Background: an optimization exercise with open tools, aiming at small area. Do not read the settings as production practice.
RTL that was checked went through simulation tests only; none was proved equivalent to the original.
For run 2, only the layout was checked, not whether the RTL still works.
No activity file was given, so power comes from the tool's default toggle rates.

## flow/design.v (module list and top-level ports; edited modules follow where they fit)
// module axis_fir_15: 2873 lines
// module fa_cell: 4 lines
module axis_fir_15 #
    (
        parameter integer C_S00_AXIS_TDATA_WIDTH    = 64,
        parameter integer C_M00_AXIS_TDATA_WIDTH    = 64
    )
    (
        input wire  s00_axis_aclk, s00_axis_aresetn,
        input wire  s00_axis_tlast, s00_axis_tvalid,
        input wire [C_S00_AXIS_TDATA_WIDTH-1 : 0] s00_axis_tdata,
        input wire [(C_S00_AXIS_TDATA_WIDTH/8)-1: 0] s00_axis_tstrb,
        output logic  s00_axis_tready,
        input wire  m00_axis_aclk, m00_axis_aresetn,
        input wire  m00_axis_tready,
        output logic  m00_axis_tvalid, m00_axis_tlast,
        output logic [C_M00_AXIS_TDATA_WIDTH-1 : 0] m00_axis_tdata,
        output logic [(C_M00_AXIS_TDATA_WIDTH/8)-1: 0] m00_axis_tstrb
    );
  // ...
==> flow/flow/run.sh <==
#!/bin/bash
set -euo pipefail
export BUFFER_PORTS_ARGS="-buffer_cell sky130_fd_sc_hd__buf_1"
export CTS_ARGS="-sink_clustering_enable -repair_clock_nets -buf_list sky130_fd_sc_hd__clkbuf_8 -sink_clustering_size 16 -sink_clustering_max_diameter 60 -dont_use_dummy_load"
bash standard.sh > standard.log 2>&1
==> flow/standard.sh <==
#!/bin/bash
# synth_recipe.tcl (not shown) runs the flow's synth.tcl, then flattens the netlist and writes it again
# the make line also repeats each setting of config.mk as NAME=value (left out here)
make -C /OpenROAD-flow-scripts/flow DESIGN_CONFIG=/design/flow/config.mk WORK_HOME=/design/flow/orfs CLKGATE_MAP_FILE= SYNTH_SCRIPT=/design/flow/synth_recipe.tcl "${@:-finish}"
==> flow/config.mk <==
export PLATFORM = sky130hd
export DESIGN_NAME = axis_fir_15
export DESIGN_NICKNAME = axis_fir_15
export VERILOG_FILES = /design/flow/design.v
export SDC_FILE = /design/flow/constraint.sdc
export NUM_CORES = 8
export LEC_CHECK = 0
export CAP_MARGIN = 20
export CORE_MARGIN = 2
export CORE_UTILIZATION = 60
export CTS_BUF_LIST = sky130_fd_sc_hd__clkbuf_8
export CTS_CLUSTER_DIAMETER = 60
export CTS_CLUSTER_SIZE = 16
export SLEW_MARGIN = 20
export SYNTH_HIERARCHICAL = 1
==> flow/constraint.sdc <==
create_clock -name core_clock -period 12.0 [get_ports {s00_axis_aclk}]
set_input_delay 2.4000 -clock core_clock [delete_from_list [all_inputs] [get_ports {s00_axis_aclk}]]
set_output_delay 2.4000 -clock core_clock [all_outputs]
set_load 0.01 [all_outputs]
==> impl_metrics.ini, run 1 <==
[status]
status = finished clean

[layout]
fin_util_pct = 63.90
final_cells = 8852
largestRegisters = xs x3264, acc x41, m00_axis_tstrb x8
largest_reg_flops = 3264
multi_input_cells = 2260
layout.nonclk_buf_share_pct = 0.8973
nonClockBufferCount = 187

[setup_path]
cp_num_cells = 24
cp_max_fo = 15
endpoint = acc[37]
startpoint_type = flop
critPathBufInv = 3
regToRegSetupSlack_ns = 2.19
crit_arrival_ns = 10.62

[detailed_routing]
finalWirelength_um = 238700
vias_per_cell = 5.749
vias = 50890
wl_met1_um = 110400
drt_iter0_drc = 5944

[yosys]
synth-seq-cells = 3322
synthCells = 5857
synth-xor-area-share_pct = 0.1967
synth_warnings = 9
syn_area_per_cell_um2 = 21.29
synth_simple_gate_area_share_pct = 3.423
synth_top_flop_cell = edfxtp_1

[clock_network]
cts_tree = yes
cts_made_buffers = 240
root_buffer = clkbuf_8
cts_resized = 0

[power_and_ir_drop]
power_frac_clock_pct = 22.2
clk-power_w = 0.00503
p_comb_w = 0.00414
totalPowerFinal_w = 0.02264

[floorplanning]
die_h_um = 459.9
row_count = 167
initial_core_util_pct = 60.28

[placement]
portBuffers = 119
dp_cells = 8603

[sta]
setup_viol = 0
hold_violations = 0

[worst_hold_path]
hold_class = reg2reg
min_to = xs[57][28]
==> run 2: changes to the inputs <==
--- a/flow/design.v
+++ b/flow/design.v
@@ -20,22 +20,27 @@
     localparam integer N = 102;      
     localparam integer AW = 41;    
     logic [31:0] xs [0:N-1];        
     logic [6:0]  cnt;               
     logic signed [AW-1:0] acc;      
     wire accept = s00_axis_tvalid & m00_axis_tready;
     assign s00_axis_tready = m00_axis_tready;
     assign m00_axis_tdata = {{(64-AW){acc[AW-1]}}, acc};
-    always_ff @(posedge s00_axis_aclk) begin
-        if (accept) begin
-            xs[0] <= s00_axis_tdata[63:32];
-            for (int i = 1; i < N; i++) xs[i] <= xs[i-1];
+    wire accept_n = ~accept;
+    logic [31:0] xs_d [0:N-1];
+    for (genvar i = 0; i < N; i++) begin : g_line
+        for (genvar j = 0; j < 32; j++) begin : g_bit
+            hold1 u_h (.d(i == 0 ? s00_axis_tdata[32+j] : xs[i-1][j]), .q(xs[i][j]),
+                       .en(accept), .en_n(accept_n), .y(xs_d[i][j]));
         end
     end
+    always_ff @(posedge s00_axis_aclk) begin
+        for (int i = 0; i < N; i++) xs[i] <= xs_d[i];
+    end
     wire m0 = (cnt > 7'd0);
     wire [31:0] n0 = ~({32{m0}} & xs[0]);   
     wire m1 = (cnt > 7'd1);
     wire [31:0] n1 = ~({32{m1}} & xs[1]);   
     wire m4 = (cnt > 7'd4);
     wire [31:0] n4 = ~({32{m4}} & xs[4]);   
     wire m10 = (cnt > 7'd10);
     wire [31:0] n10 = ~({32{m10}} & xs[10]);   
@@ -390,17 +395,17 @@
     wire s183;
     wire c184;
     fa_cell u_s183 (.a(n64[4]), .b(n66[4]), .c(n68[4]), .s(s183), .co(c184));
     wire s185;
     wire c186;
     fa_cell u_s185 (.a(n71[4]), .b(n74[4]), .c(n78[4]), .s(s185), .co(c186));
     wire s187;
     wire c188;
-    fa_cell u_s187 (.a(n100[3]), .b(acc[4]), .c(1'b1), .s(s187), .co(c188));
+    fa_cell u_s187 (.a(n100[3]), .b(~n101[3]), .c(acc[4]), .s(s187), .co(c188));
     wire s189;
     wire c190;
     fa_cell u_s189 (.a(c8), .b(s11), .c(n30[5]), .s(s189), .co(c190));
     wire s191;
     wire c192;
     fa_cell u_s191 (.a(n33[5]), .b(n35[5]), .c(n37[5]), .s(s191), .co(c192));
     wire s193;
     wire c194;
@@ -1190,26 +1195,26 @@
     wire s715;
     wire c716;
     fa_cell u_s715 (.a(c154), .b(c156), .c(c158), .s(s715), .co(c716));
     wire s717;
     wire c718;
     fa_cell u_s717 (.a(c160), .b(s171), .c(s173), .s(s717), .co(c718));
     wire s719;
     wire c720;
-    fa_cell u_s719 (.a(s175), .b(s177), .c(n101[3]), .s(s719), .co(c720));
+    fa_cell u_s719 (.a(c162), .b(c164), .c(c166), .s(s719), .co(c720));
     wire s721;
     wire c722;
-    fa_cell u_s721 (.a(c162), .b(c164), .c(c166), .s(s721), .co(c722));
+    fa_cell u_s721 (.a(c168), .b(c170), .c(s179), .s(s721), .co(c722));
     wire s723;
     wire c724;
-    fa_cell u_s723 (.a(c168), .b(c170), .c(s179), .s(s723), .co(c724));
+    fa_cell u_s723 (.a(s181), .b(s183), .c(s185), .s(s723), .co(c724));
     wire s725;
     wire c726;
-    fa_cell u_s725 (.a(s181), .b(s183), .c(s185), .s(s725), .co(c726));
+    fa_cell u_s725 (.a(~s175), .b(~s177), .c(s187), .s(s725), .co(c726));
     wire s727;
     wire c728;
     fa_cell u_s727 (.a(c172), .b(c174), .c(c176), .s(s727), .co(c728));
     wire s729;
     wire c730;
     fa_cell u_s729 (.a(c178), .b(s189), .c(s191), .s(s729), .co(c730));
     wire s731;
     wire c732;
@@ -1747,35 +1752,35 @@
     wire s1085;
     wire c1086;
     fa_cell u_s1085 (.a(~s705), .b(~s707), .c(s713), .s(s1085), .co(c1086));
     wire s1087;
     wire c1088;
     fa_cell u_s1087 (.a(c704), .b(c706), .c(c708), .s(s1087), .co(c1088));
     wire s1089;
     wire c1090;
-    fa_cell u_s1089 (.a(s715), .b(s717), .c(s719), .s(s1089), .co(c1090));
+    fa_cell u_s1089 (.a(c710), .b(c712), .c(c714), .s(s1089), .co(c1090));
     wire s1091;
     wire c1092;
-    fa_cell u_s1091 (.a(c710), .b(c712), .c(c714), .s(s1091), .co(c1092));
+    fa_cell u_s1091 (.a(s719), .b(s721), .c(s723), .s(s1091), .co(c1092));
     wire s1093;
     wire c1094;
-    fa_cell u_s1093 (.a(s721), .b(s723), .c(s725), .s(s1093), .co(c1094));
+    fa_cell u_s1093 (.a(~s715), .b(~s717), .c(s725), .s(s1093), .co(c1094));
     wire s1095;
     wire c1096;
-    fa_cell u_s1095 (.a(c716), .b(c718), .c(c720), .s(s1095), .co(c1096));
+    fa_cell u_s1095 (.a(c716), .b(c718), .c(s727), .s(s1095), .co(c1096));
     wire s1097;
     wire c1098;
-    fa_cell u_s1097 (.a(s727), .b(s729), .c(s731), .s(s1097), .co(c1098));
+    fa_cell u_s1097 (.a(c720), .b(c722), .c(c724), .s(s1097), .co(c1098));
     wire s1099;
     wire c1100;
-    fa_cell u_s1099 (.a(c722), .b(c724), .c(c726), .s(s1099), .co(c1100));
+    fa_cell u_s1099 (.a(c726), .b(s733), .c(s735), .s(s1099), .co(c1100));
     wire s1101;
     wire c1102;
-    fa_cell u_s1101 (.a(s733), .b(s735), .c(s737), .s(s1101), .co(c1102));
+    fa_cell u_s1101 (.a(~s729), .b(~s731), .c(s737), .s(s1101), .co(c1102));
     wire s1103;
     wire c1104;
     fa_cell u_s1103 (.a(c728), .b(c730), .c(c732), .s(s1103), .co(c1104));
     wire s1105;
     wire c1106;
     fa_cell u_s1105 (.a(s739), .b(s741), .c(s743), .s(s1105), .co(c1106));
     wire s1107;
     wire c1108;
@@ -2131,41 +2136,42 @@
     wire s1339;
     wire c1340;
     fa_cell u_s1339 (.a(s1081), .b(s1083), .c(s1085), .s(s1339), .co(c1340));
     wire s1341;
     wire c1342;
     fa_cell u_s1341 (.a(~c1072), .b(~s1079), .c(acc[3]), .s(s1341), .co(c1342));
     wire s1343;
     wire c1344;
-    fa_cell u_s1343 (.a(c1080), .b(s1087), .c(s1089), .s(s1343), .co(c1344));
+    fa_cell u_s1343 (.a(c1082), .b(c1084), .c(c1086), .s(s1343), .co(c1344));
     wire s1345;
     wire c1346;
-    fa_cell u_s1345 (.a(c1082), .b(c1084), .c(c1086), .s(s1345), .co(c1346));
+    fa_cell u_s1345 (.a(s1089), .b(s1091), .c(s1093), .s(s1345), .co(c1346));
     wire s1347;
     wire c1348;
-    fa_cell u_s1347 (.a(s1091), .b(s1093), .c(s187), .s(s1347), .co(c1348));
+    assign s1347 = ~c1080 ^ ~s1087 ^ 1'b1;
+    assign c1348 = (~c1080 & ~s1087) | (~c1080 & 1'b1) | (~s1087 & 1'b1);
     wire s1349;
     wire c1350;
-    fa_cell u_s1349 (.a(c1088), .b(c1090), .c(s1095), .s(s1349), .co(c1350));
+    fa_cell u_s1349 (.a(c1090), .b(c1092), .c(c1094), .s(s1349), .co(c1350));
     wire s1351;
     wire c1352;
-    fa_cell u_s1351 (.a(c1092), .b(c1094), .c(s1099), .s(s1351), .co(c1352));
+    fa_cell u_s1351 (.a(s1097), .b(s1099), .c(s1101), .s(s1351), .co(c1352));
     wire s1353;
     wire c1354;
-    fa_cell u_s1353 (.a(~s1097), .b(s1101), .c(s205), .s(s1353), .co(c1354));
+    fa_cell u_s1353 (.a(~c1088), .b(~s1095), .c(s205), .s(s1353), .co(c1354));
     wire s1355;
     wire c1356;
-    fa_cell u_s1355 (.a(c1096), .b(c1098), .c(s1103), .s(s1355), .co(c1356));
+    fa_cell u_s1355 (.a(c1096), .b(s1103), .c(s1105), .s(s1355), .co(c1356));
     wire s1357;
     wire c1358;
-    fa_cell u_s1357 (.a(c1100), .b(c1102), .c(s1107), .s(s1357), .co(c1358));
+    fa_cell u_s1357 (.a(c1098), .b(c1100), .c(c1102), .s(s1357), .co(c1358));
     wire s1359;
     wire c1360;
-    fa_cell u_s1359 (.a(~s1105), .b(s1109), .c(s223), .s(s1359), .co(c1360));
+    fa_cell u_s1359 (.a(s1107), .b(s1109), .c(s223), .s(s1359), .co(c1360));
     wire s1361;
     wire c1362;
     fa_cell u_s1361 (.a(c1104), .b(c1106), .c(s1111), .s(s1361), .co(c1362));
     wire s1363;
     wire c1364;
     fa_cell u_s1363 (.a(c1108), .b(c1110), .c(s1115), .s(s1363), .co(c1364));
     wire s1365;
     wire c1366;
@@ -2426,29 +2432,29 @@
     wire s1535;
     wire c1536;
     fa_cell u_s1535 (.a(s1337), .b(s1339), .c(s1341), .s(s1535), .co(c1536));
     wire s1537;
     wire c1538;
     fa_cell u_s1537 (.a(c1338), .b(c1340), .c(c1342), .s(s1537), .co(c1538));
     wire s1539;
     wire c1540;
-    fa_cell u_s1539 (.a(~s1343), .b(s1345), .c(s1347), .s(s1539), .co(c1540));
+    fa_cell u_s1539 (.a(s1343), .b(s1345), .c(s1347), .s(s1539), .co(c1540));
     wire s1541;
     wire c1542;
-    fa_cell u_s1541 (.a(c1346), .b(c1348), .c(s1351), .s(s1541), .co(c1542));
+    fa_cell u_s1541 (.a(c1344), .b(c1346), .c(c1348), .s(s1541), .co(c1542));
     wire s1543;
     wire c1544;
-    fa_cell u_s1543 (.a(~c1344), .b(~s1349), .c(s1353), .s(s1543), .co(c1544));
+    fa_cell u_s1543 (.a(s1349), .b(s1351), .c(s1353), .s(s1543), .co(c1544));
     wire s1545;
     wire c1546;
-    fa_cell u_s1545 (.a(c1352), .b(c1354), .c(s1357), .s(s1545), .co(c1546));
+    fa_cell u_s1545 (.a(c1350), .b(c1352), .c(c1354), .s(s1545), .co(c1546));
     wire s1547;
     wire c1548;
-    fa_cell u_s1547 (.a(~c1350), .b(~s1355), .c(s1359), .s(s1547), .co(c1548));
+    fa_cell u_s1547 (.a(~s1355), .b(s1357), .c(s1359), .s(s1547), .co(c1548));
     wire s1549;
     wire c1550;
     fa_cell u_s1549 (.a(c1358), .b(c1360), .c(s1363), .s(s1549), .co(c1550));
     wire s1551;
     wire c1552;
     fa_cell u_s1551 (.a(~c1356), .b(~s1361), .c(s1365), .s(s1551), .co(c1552));
     wire s1553;
     wire c1554;
@@ -2829,17 +2835,18 @@
     wire s1801;
     wire c1802;
     fa_cell u_s1801 (.a(c1728), .b(s1729), .c(s1659), .s(s1801), .co(c1802));
     wire s1803;
     wire c1804;
     fa_cell u_s1803 (.a(c1730), .b(s1731), .c(acc[35]), .s(s1803), .co(c1804));
     wire s1805;
     wire c1806;
-    fa_cell u_s1805 (.a(c1732), .b(acc[36]), .c(1'b1), .s(s1805), .co(c1806));
+    assign s1805 = c1732 ^ acc[36] ^ 1'b1;
+    assign c1806 = (c1732 & acc[36]) | (c1732 & 1'b1) | (acc[36] & 1'b1);
     wire s1807;
     wire c1808;
     assign s1807 = acc[37] ^ 1'b1;
     assign c1808 = acc[37] & 1'b1;
     wire s1809;
     wire c1810;
     assign s1809 = acc[38] ^ 1'b1;
     assign c1810 = acc[38] & 1'b1;
@@ -2873,8 +2880,11 @@
         end
     end
 endmodule
 `default_nettype wire
 module fa_cell (input wire a, b, c, output wire s, co);
     assign s = a ^ b ^ c;
     assign co = (a & b) | (a & c) | (b & c);
 endmodule
+module hold1 (input wire d, q, en, en_n, output wire y);
+    assign y = (d & en) | (q & en_n);
+endmodule
==> run 2 against run 1 <==
Effect of this change:
- critical path depth down 4
- cell area down 3.2%
- final cell count up 36%
- sequential share of layout area decreased by 23 points
- highest routed layer unchanged
- critical path type unchanged
- first-iteration DRC count up 14%
- sequential power decreased by 13%
==> impl_metrics.ini, run 2 <==
[setup_path]
crit_family = adder cells
cp_slowest_stage_delay_ns = 0.94
regToRegSetupSlack_ns = 2.56
end_kind = flop
cp_cell_sequence = nor2_1, nand3_4, nand2_1, ha_1, fa_1, fa_1, fa_1, fa_1, fa_1, fa_1, fa_1, ha_1, a21o_1, nand4_1, a21oi_1, o21ai_1, a21oi_1, a21boi_0, xnor2_1, a21oi_1
rr_endpoint = acc[31]
crit_start = cnt[5]
critPathRequiredTime_ns = 12.77
crit_type = reg2reg
crit_top_cell = fa_1
critPathBufInv = 0
reg2reg_from = cnt[5]
cp_max_fo = 32
r2r_cells = 20
startpoint_type = flop
crit_slowest_cell = nand3_4
crit_arrival_ns = 10.21

[detailed_routing]
wl_per_cell_um = 22.80
drtAntennaViolNets = 0
finalWirelength_um = 275400
vias_per_cell = 6.231
vias = 75260
dr.pass1.iters = 5
drt_iter0_drc = 6786
drc_errors = 0

[global_routing]
grt_antenna_before_repair = 12
grt_pass1_vias = 73200
grt_usage_pct = 26.62
grt_pass1_wl_um = 432000
grt_start_max_net_pins = 264
grt-ovfl-total = 0

[placement]
place_area_um2 = 124700
hpwl_um = 174500
portBuffers = 119
place_congestion = 0.8686

[sta]
fin_skew_ns = 0.1049
setup_viol = 0
hold_violations = 0
period_needed_ns = 9.436
worstMarginPinSlew_ns = 1.245
min_period_over_period_pct = 78.63
setup_tns_ns = 0
fmax_mhz = 106.0
relSlewSlack_pct = 17.03
rsz0062_at_grt = no
drv_slew = 0

[yosys]
syn_area_per_cell_um2 = 13.22
syn_area_um2 = 120600
yosysTopAreaCell = dfxtp_1
async_reset_ff_share_pct = 0
synth_warnings = 10
synthTopCellsByCount = dfxtp_1, a22o_1, nand2_1
synth-seq-cells = 3322
synth_top_flop_cell = dfxtp_1
yosys.area.top_type_share_pct = 54.99
yosysUniqueCellTypes = 67
yosysSeqAreaShare_pct = 55.21
yosys.cell_count.top_type = dfxtp_1
synth_area_leaders = dfxtp_1, a22o_1, fa_1
synth_edf_count = 9
synthCells = 9124

[floorplanning]
die_h_um = 452.4
row_count = 164
ios = 154
coreArea_um2 = 199900
fp.dieW_um = 452.4
initial_core_util_pct = 60.35
die_area_um2 = 204600

[clock_network]
clkTransAtPathRegs_ns = 0.10
clk_latency_ns = 1.01
root_buffer = clkbuf_8
cts_tree = yes
htreeDepth = 4
clock_sinks = 3322
clock_path_buffers = 3
post-cts-setup-buffers = 0
cts_made_buffers = 235
cts_resized = 0
postCtsHoldBufs = 0

[power_and_ir_drop]
switching_share_pct = 30.83
power_density_nw_per_um2 = 169.9
leakage_nw = 46.14
totalPowerFinal_w = 0.02175
power_switching_w = 0.006706
power_frac_clock_pct = 23.1
pwr-share-comb_pct = 22.9
seqPwrFrac_pct = 54.0
vdd_drop_max_mv = 0.2227
p_int_w = 0.01505

[worst_hold_path]
min_to = xs[40][24]
hold_class = reg2reg
holdPathStages = 1
min_from = xs[39][24]

[layout]
drive_gt1_share_pct = 3.908
final_cell_mix = dfxtp_1, a22o_1, nand2_1, fa_1, clkbuf_8
fin_util_pct = 64.05
syn_to_final_growth_pct = 6.129
fin_area_um2 = 128000
n_fill_cell = 15440
final_common_cell = dfxtp_1
largestRegisters = xs x3264, acc x41, m00_axis_tstrb x8
regMostFlops = xs
nNetsFinal = 10450
largest_reg_flops = 3264

[flow_run]
cap_violations = 0

[status]
status = finished clean
## run 2: cell types whose count changed after synthesis, moves of 9 or more
cell,delta
a22o_1,+3264
dfxtp_1,+3264
edfxtp_1,-3264
o21ai_0,-28
and2_1,-23
a21oi_1,+20
clkbuf_1,-20
o21ai_1,+12
nand2_1,+11
buf_2,+9
nor2_1,+9
## run 2: logic make-up after synthesis
family	count (synthesis)	share of synthesized area [%]
AO/OA/AOI/OAI	3475	24.88
flip-flops	3322	55.21
AND/OR/NAND/NOR	1067	3.487
adder cells (fa/ha/maj)	948	15.18
buffers and inverters	281	1.006
XOR/XNOR	24	0.1743
multiplexers	7	0.05809
## run 2: final cells by class
class | instances | area [µm²] | share of cell area, %
sequential | 3322 | 66590 | 52.02
multi-input combinational | 5521 | 53030 | 41.43
tap | 2656 | 3323 | 2.596
clock buffer | 235 | 3234 | 2.527
timing repair buffer | 200 | 1279 | 0.9990
inverter | 139 | 529.3 | 0.4135
antenna | 6 | 15.01 | 0.01173
## run 2: modules after synthesis (local to each module, per instance)
| module | copies in the design | flip-flops and latches |
|---|---|---|
| fa_cell | 858 | 0 |
| hold1 | 3264 | 0 |
| axis_fir_15 | 1 | 3322 |
## run 2: power by group through the flow
stage               Clock, W  Combinational [W]  Sequential [W]
finish               0.00503            0.00497          0.0117
global route         0.00560            0.00538          0.0118
CTS                  0.00521            0.00493          0.0117
detailed placement         0            0.00489          0.0120
global placement           0            0.00483          0.0120
floorplan                  0            0.00353          0.0119
## run 2: worst max-delay path by stage
stage	slack (ns)	cells after the start	end
2_1_floorplan	2.08	5	xs[0][0]
3_3_place_gp	2.72	20	acc[37]
3_5_place_dp	2.68	20	acc[37]
4_1_cts	2.64	20	acc[31]
5_1_grt	2.28	20	acc[31]
6_report	2.56	20	acc[31]
## run 2: routing by layer
metal	track usage (%)	up-vias	wire length [µm]	share of wire, %
li1	-	34960	-	-
met1	39.33	38140	128500	47
met2	41.31	1751	126400	46
met4	8.109	0	8300	3.0
met3	3.078	419	12180	4.4
met5	0	-	0	0
## run 2: through the flow
stage | instances | setup slack, ns | hold WS [ns]
floorplan | 9124 | 2.081 | 0.4420
global placement | 11840 | 2.719 | 0.4552
detailed placement | 11840 | 2.684 | 0.4552
CTS | 12070 | 2.636 | 0.4462
global route | 12080 | 2.276 | 0.4721
finish | 12080 | 2.564 | 0.4544

-- re-timing with driven ports --
The results above use ideal ports. As a check the final layouts listed here were re-extracted and re-timed, cells and wires unchanged. Step 1: set_driving_cell puts a clkbuf_16 on s00_axis_aclk and a buf_2 on each other input, an assumption about the parent block. Step 2 times the ports against the registers' clock, not the clock port: input delays grow and output delays shrink by t, the midpoint of the rising clock arrivals with the driver on. a / b / c = ideal ports / drivers / drivers and shift; a / b = the first two.
| run | shift t [ns] | setup WS [ns] | worst hold slack (ns) | worst register clock-pin slew, ns |
|---|---|---|---|---|
| run 1 | 1.044 | 2.187 / 2.187 / 2.187 | 0.365 / 0.365 / 0.365 | 0.11 / 0.11 |
| run 2 | 1.058 | 2.564 / 2.564 / 2.564 | 0.454 / 0.454 / 0.454 | 0.11 / 0.11 |
After both steps every run listed still meets setup and hold.
